This is an optimization exercise on Yosys and OpenROAD, whose aim is small area, not a production implementation.
At most, simulation tests tie the RTL to the original design; equivalence was not proved.
Power is estimated from default activity; no workload was simulated.

==> flow/design.v <==
`timescale 1ns / 1ps
module top_module(
    input i_clk,
    input i_reset_btn,
    input i_wr_btn,
    input i_val_inc_btn,
    input i_val_dec_btn,
    input i_sel_inc_btn,
    input i_sel_dec_btn,
    output o_rs,
    output o_e,
    output [7:0] o_d
    );
    wire rst = ~i_reset_btn;
    reg [3:0] P;
    reg [3:0] a;
    reg [5:0] b;
    reg [1:0] q;
    reg [1:0] m;
    reg [3:0] R0, R1, R2, R3;
    reg [3:0] h;
    reg C, hc;
    reg wr;
    reg [1:0] sel;
    reg [4:0] d1, d2, d3;
    wire [4:0] pr = d2 & ~d3;    
    wire tk    = ~P[3] & ~P[2] & ~P[1] & ~P[0];      
    wire a12   = a[3] & a[2];
    wire wrap  = a12 & b[4] & b[3] & b[2];            
    wire at448 = wrap & ~b[0];                       
    wire e_tk  = a12 & b[4] & b[3] & ~b[2] & b[1] & b[0];    
    wire b34   = b[5] & b[1];
    wire f_ev  = at448 & P[3] & P[2] & ~P[1] & P[0];         
    wire [3:0] Pn = {P[3] ^ ~(P[2] | P[1] | P[0]), P[2] ^ ~(P[1] | P[0]), P[1] ^ ~P[0], ~P[0]};
    wire [5:0] bt;
    assign bt[0] = tk;
    assign bt[1] = tk & b[0];
    assign bt[2] = bt[1] & b[1];
    assign bt[3] = bt[2] & b[2];
    assign bt[4] = bt[3] & b[3];
    assign bt[5] = bt[4] & b[4];
    wire [5:0] bn = (b ^ bt) & {6{~(tk & (wrap | b34))}};
    wire ainc = tk & b34;
    wire [3:0] at;
    assign at[0] = ainc;
    assign at[1] = ainc & a[0];
    assign at[2] = at[1] & a[1];
    assign at[3] = at[2] & a[2];
    wire [3:0] an = (a ^ at) & {4{~(tk & wrap)}};
    wire [1:0] qn = (tk & wrap) ? {q[0], ~q[1] & ~q[0]} : q;
    wire edit_req = wr & (pr[1] | pr[2]);
    wire run_req  = (q == 2'd0) & ~wr;
    wire inc = ~e_tk | pr[1];
    wire units = P[0];
    wire wmax = units ? (R3[3] & R3[0]) : (R3[2] & R3[0]);        
    wire wmin = ~R3[2] & ~R3[1] & ~R3[0] & (~R3[3] | ~units);     
    wire w = inc ? wmax : wmin;
    wire [2:0] lo = w ? (inc ? 3'd0 : {units ? 3'd1 : 3'd5}) : (inc ? R3[2:0] + 1'b1 : R3[2:0] - 1'b1);
    wire b3u = w ? (~inc) : (inc ? (R3[3] | (R3[2] & R3[1] & R3[0])) : (R3[3] & (R3[2] | R3[1] | R3[0])));
    wire pm_tg = ~P[3] & P[2] & P[1] & ~P[0] & hc;                 
    wire [3:0] rdn = {units ? b3u : R3[3], lo};
    wire act = C & P[3];
    wire [3:0] rnew = rst ? 4'd0 : {act ? rdn[3] : (R3[3] ^ pm_tg), act ? lo : R3[2:0]};
    wire p12 = P[3] & P[2] & ~P[1] & ~P[0];
    wire p7  = ~P[3] & P[2] & P[1] & P[0];
    wire hh11 = h[3] & h[1] & h[0];
    wire hh_en = p7 & (e_tk ? (edit_req & (sel == 2'd2)) : C);
    always @(posedge i_clk) begin
        R0 <= rnew;
        R1 <= R0;
        R2 <= R1;
        R3 <= R2;
        P <= Pn | {4{rst}};
        a <= rst ? 4'd12 : an;
        b <= rst ? 6'd29 : bn;
        q <= rst ? 2'd0 : qn;
        if (rst) begin
            m <= 2'd0;
            h <= 4'd0;
            C <= 1'b0;
            hc <= 1'b0;
            wr <= 1'b0;
            sel <= 2'd0;
            d1 <= 5'd0; d2 <= 5'd0; d3 <= 5'd0;
        end else begin
            if (f_ev) begin
                d1 <= ~{i_sel_dec_btn, i_sel_inc_btn, i_val_dec_btn, i_val_inc_btn, i_wr_btn};
                d2 <= d1;
                d3 <= d2;
                wr <= wr ^ pr[0];
                if (pr[3]) sel <= sel + 1'b1;
                else if (pr[4]) sel <= sel - 1'b1;
                if (m != 2'd0) m <= {1'b1, edit_req};
                else m <= {1'b0, q == 2'd0};
            end
            if (p12 & at448 & run_req & m[1]) m[0] <= 1'b1;
            case (P)
                4'd12: C <= e_tk ? (edit_req & (sel == 2'd0)) : (at448 & run_req);
                4'd11, 4'd9: C <= C & w;
                4'd10: C <= e_tk ? (edit_req & (sel == 2'd1)) : (C & w);
                4'd8: C <= ~e_tk & C & w;
                4'd7: C <= 1'b0;
                default: ;
            endcase
            if (p7) hc <= e_tk ? (edit_req & (sel == 2'd3)) : (C & hh11);
            else hc <= 1'b0;
            if (hh_en) begin
                if (inc) h <= hh11 ? 4'd0 : h + 1'b1;
                else h <= (h == 4'd0) ? 4'd11 : h - 1'b1;
            end
        end
    end
    wire [1:0] slot = {a[3] | a[1], ~a[1] & (a[3] | a[0])};
    wire [1:0] stg = slot + ~P[1:0];
    reg [3:0] rd;
    always @(*) begin
        case (stg)
            2'd0: rd = R0;
            2'd1: rd = R1;
            2'd2: rd = R2;
            default: rd = R3;
        endcase
    end
    wire pm = rd[3];
    wire hh_t = h[3] & h[1];
    wire [3:0] hh_u = {h[3] & ~hh_t, h[2:1] & {2{~hh_t}}, h[0]};
    wire [3:0] D = (~a[3] & ~a[2]) ? (a[1] ? hh_u : {3'd0, hh_t}) : {rd[3] & ~(a[1] & a[0]), rd[2:0]};
    wire mA   = (m == 2'b00);
    wire a0z  = ~a[3] & ~a[2] & ~a[1] & ~a[0];
    wire a_ch = ~a0z & ~a12;                         
    wire mB   = (m == 2'b01);
    wire mN1  = (m == 2'b11);
    wire w_char = a_ch & ((mB & (b == 6'd5)) | (mN1 & (b == 6'd0)));
    wire w_set  = a0z & ((mB & (b == 6'd6)) | (mN1 & (b == 6'd1)));
    wire w_pu   = mA & (((q == 2'd1) & ((a0z & ((b == 6'd0) | (b == 6'd33))) |
                                        ((a == 4'd1) & (b == 6'd30)) |
                                        ((a == 4'd2) & (b == 6'd27)))) |
                        ((q == 2'd0) & a12 & (b == 6'd3)));
    wire wt = w_char | w_set | w_pu;
    assign o_e = wt & P[3] & ~(P[2] & P[1] & P[0]);
    assign o_rs = ~mA & ~a0z;
    wire a1011 = a[3] & a[1];                                    
    wire col = (~a[3] & ~a[2] & a[1] & a[0]) | (a[2] & a[1] & ~a[0]);    
    wire dg = ~a0z & ~a1011 & ~(a[3] & a[0]) & ~col;             
    assign o_d[7] = ~mA & a0z;
    assign o_d[6] = ~mA & a1011;
    assign o_d[5] = ~(mA ^ a0z) & ~a1011;
    assign o_d[4] = mA ? a0z : ((~a[3] & ~a0z) | (a[3] & ~a[0] & (~a[1] | pm)));
    wire [3:0] cA = a0z ? 4'b1000 : a[3] ? 4'b0110 : a[1] ? 4'b0001 : 4'b1100;
    wire [3:0] cN = col ? 4'b1010 : (a[3] & a[1] & a[0]) ? 4'b1101 : a1011 ? {3'b000, ~pm} : 4'b0000;
    assign o_d[3:0] = mA ? cA : (dg ? D : cN);
endmodule
==> flow/config.mk <==
export PLATFORM = sky130hd
export DESIGN_NAME = top_module
export DESIGN_NICKNAME = top_module
export VERILOG_FILES = /design/flow/design.v
export SDC_FILE = /design/flow/constraint.sdc
export NUM_CORES = 4
export LEC_CHECK = 0
export CAP_MARGIN = 20
export CORE_MARGIN = 2
export CORE_UTILIZATION = 40
export SLEW_MARGIN = 20
==> flow/constraint.sdc <==
create_clock -name core_clock -period 10.0 [get_ports {i_clk}]
set_input_delay 2.0000 -clock core_clock [delete_from_list [all_inputs] [get_ports {i_clk}]]
set_output_delay 2.0000 -clock core_clock [all_outputs]
set_load 0.01 [all_outputs]
standard.sh (not shown) runs the stock make flow with config.mk's settings and CLKGATE_MAP_FILE= SYNTH_SCRIPT=/design/flow/synth_recipe.tcl, a recipe that flattens the netlist after the stock synthesis.
==> flow/flow/run.sh <==
#!/bin/bash
# Standard ORFS layout with three changes that only affect cell area:
#  - synthesis's ABC step runs an area-only script (flow/abc_area.script:
#    choice + amap, no buffering or upsizing); the synthesis is otherwise
#    the standard flow's own (synth_recipe.tcl), so the registers are the standard ones;
#  - ports are buffered (as standard) but with the smallest buffer;
#  - CTS uses small clock buffers and no dummy loads.
set -euo pipefail
W=$PWD
rm -rf "$W/myscripts"
cp -r "$FLOW_HOME/scripts" "$W/myscripts"
cp "$W/flow/abc_area.script" "$W/myscripts/abc_area.script"
bash standard.sh SCRIPTS_DIR="$W/myscripts" ABC_AREA=1 synth > "$W/synth.log" 2>&1
bash standard.sh "BUFFER_PORTS_ARGS=-buffer_cell sky130_fd_sc_hd__buf_1" \
  "CTS_ARGS=-sink_clustering_enable -repair_clock_nets -dont_use_dummy_load -buf_list sky130_fd_sc_hd__clkbuf_4 -root_buf sky130_fd_sc_hd__clkbuf_4 -sink_clustering_size 30" \
  finish > "$W/layout.log" 2>&1
==> flow/flow/abc_area.script <==
strash
dch
amap
topo
The baseline produced a clean layout.
Next try:
--- a/flow/design.v
+++ b/flow/design.v
@@ -16,13 +16,13 @@
     reg [3:0] a;
     reg [5:0] b;
     reg [1:0] q;
     reg [1:0] m;
     reg [3:0] R0, R1, R2, R3;
     reg [3:0] h;
-    reg C, hc;
+    reg C;
     reg wr;
     reg [1:0] sel;
     reg [4:0] d1, d2, d3;
     wire [4:0] pr = d2 & ~d3;    
     wire tk    = ~P[3] & ~P[2] & ~P[1] & ~P[0];      
     wire a12   = a[3] & a[2];
@@ -54,13 +54,14 @@
     wire units = P[0];
     wire wmax = units ? (R3[3] & R3[0]) : (R3[2] & R3[0]);        
     wire wmin = ~R3[2] & ~R3[1] & ~R3[0] & (~R3[3] | ~units);     
     wire w = inc ? wmax : wmin;
     wire [2:0] lo = w ? (inc ? 3'd0 : {units ? 3'd1 : 3'd5}) : (inc ? R3[2:0] + 1'b1 : R3[2:0] - 1'b1);
     wire b3u = w ? (~inc) : (inc ? (R3[3] | (R3[2] & R3[1] & R3[0])) : (R3[3] & (R3[2] | R3[1] | R3[0])));
-    wire pm_tg = ~P[3] & P[2] & P[1] & ~P[0] & hc;                 
+    wire p6  = ~P[3] & P[2] & P[1] & ~P[0];
+    wire pm_tg = p6 & (e_tk ? (edit_req & (sel == 2'd3)) : (C & (h == 4'd0)));
     wire [3:0] rdn = {units ? b3u : R3[3], lo};
     wire act = C & P[3];
     wire [3:0] rnew = rst ? 4'd0 : {act ? rdn[3] : (R3[3] ^ pm_tg), act ? lo : R3[2:0]};
     wire p12 = P[3] & P[2] & ~P[1] & ~P[0];
     wire p7  = ~P[3] & P[2] & P[1] & P[0];
     wire hh11 = h[3] & h[1] & h[0];
@@ -75,13 +76,12 @@
         b <= rst ? 6'd29 : bn;
         q <= rst ? 2'd0 : qn;
         if (rst) begin
             m <= 2'd0;
             h <= 4'd0;
             C <= 1'b0;
-            hc <= 1'b0;
             wr <= 1'b0;
             sel <= 2'd0;
             d1 <= 5'd0; d2 <= 5'd0; d3 <= 5'd0;
         end else begin
             if (f_ev) begin
                 d1 <= ~{i_sel_dec_btn, i_sel_inc_btn, i_val_dec_btn, i_val_inc_btn, i_wr_btn};
@@ -96,17 +96,15 @@
             if (p12 & at448 & run_req & m[1]) m[0] <= 1'b1;
             case (P)
                 4'd12: C <= e_tk ? (edit_req & (sel == 2'd0)) : (at448 & run_req);
                 4'd11, 4'd9: C <= C & w;
                 4'd10: C <= e_tk ? (edit_req & (sel == 2'd1)) : (C & w);
                 4'd8: C <= ~e_tk & C & w;
-                4'd7: C <= 1'b0;
+                4'd6: C <= 1'b0;
                 default: ;
             endcase
-            if (p7) hc <= e_tk ? (edit_req & (sel == 2'd3)) : (C & hh11);
-            else hc <= 1'b0;
             if (hh_en) begin
                 if (inc) h <= hh11 ? 4'd0 : h + 1'b1;
                 else h <= (h == 4'd0) ? 4'd11 : h - 1'b1;
             end
         end
     end
Result:
- via count came out lower by 0.94%
- critical path depth came out lower by 1
- wire length shrinks by 2.9%
- combinational power came out higher by about 6%
- sequential cell count came out lower by 1
- power goes down by 1.7%
- final area decreases by 1.0%
Only the layout flow was run in the first run of this note; the RTL was not checked for function there.

[separate check: timing with driven ports]
The results above use ideal ports. As a check the final layouts listed here were re-extracted and re-timed, cells and wires unchanged.
Step 1 (the two cells are an assumption about what drives the block):
set clk [get_ports {i_clk}]
set_driving_cell -lib_cell sky130_fd_sc_hd__clkbuf_16 $clk
set_driving_cell -lib_cell sky130_fd_sc_hd__buf_2 [delete_from_list [all_inputs] $clk]
Step 2 times the ports against the registers' clock, not the clock port: input delays grow and output delays shrink by t, the midpoint of the rising clock arrivals with the driver on.
Slacks: ideal ports / drivers / drivers and shift; pairs: ideal ports / drivers.
run | shift t [ns] | slack for setup (ns) | worst setup path after step 2 | clock arrival spread, ns | cell pins on the clock port's net
the first run | 0.427 | 4.826 / 4.795 / 5.222 | register to output | 0.044 / 0.045 | 1
the second run | 0.416 | 4.773 / 4.744 / 5.161 | register to output | 0.024 / 0.025 | 1
After both steps setup and hold are still met in every run listed.
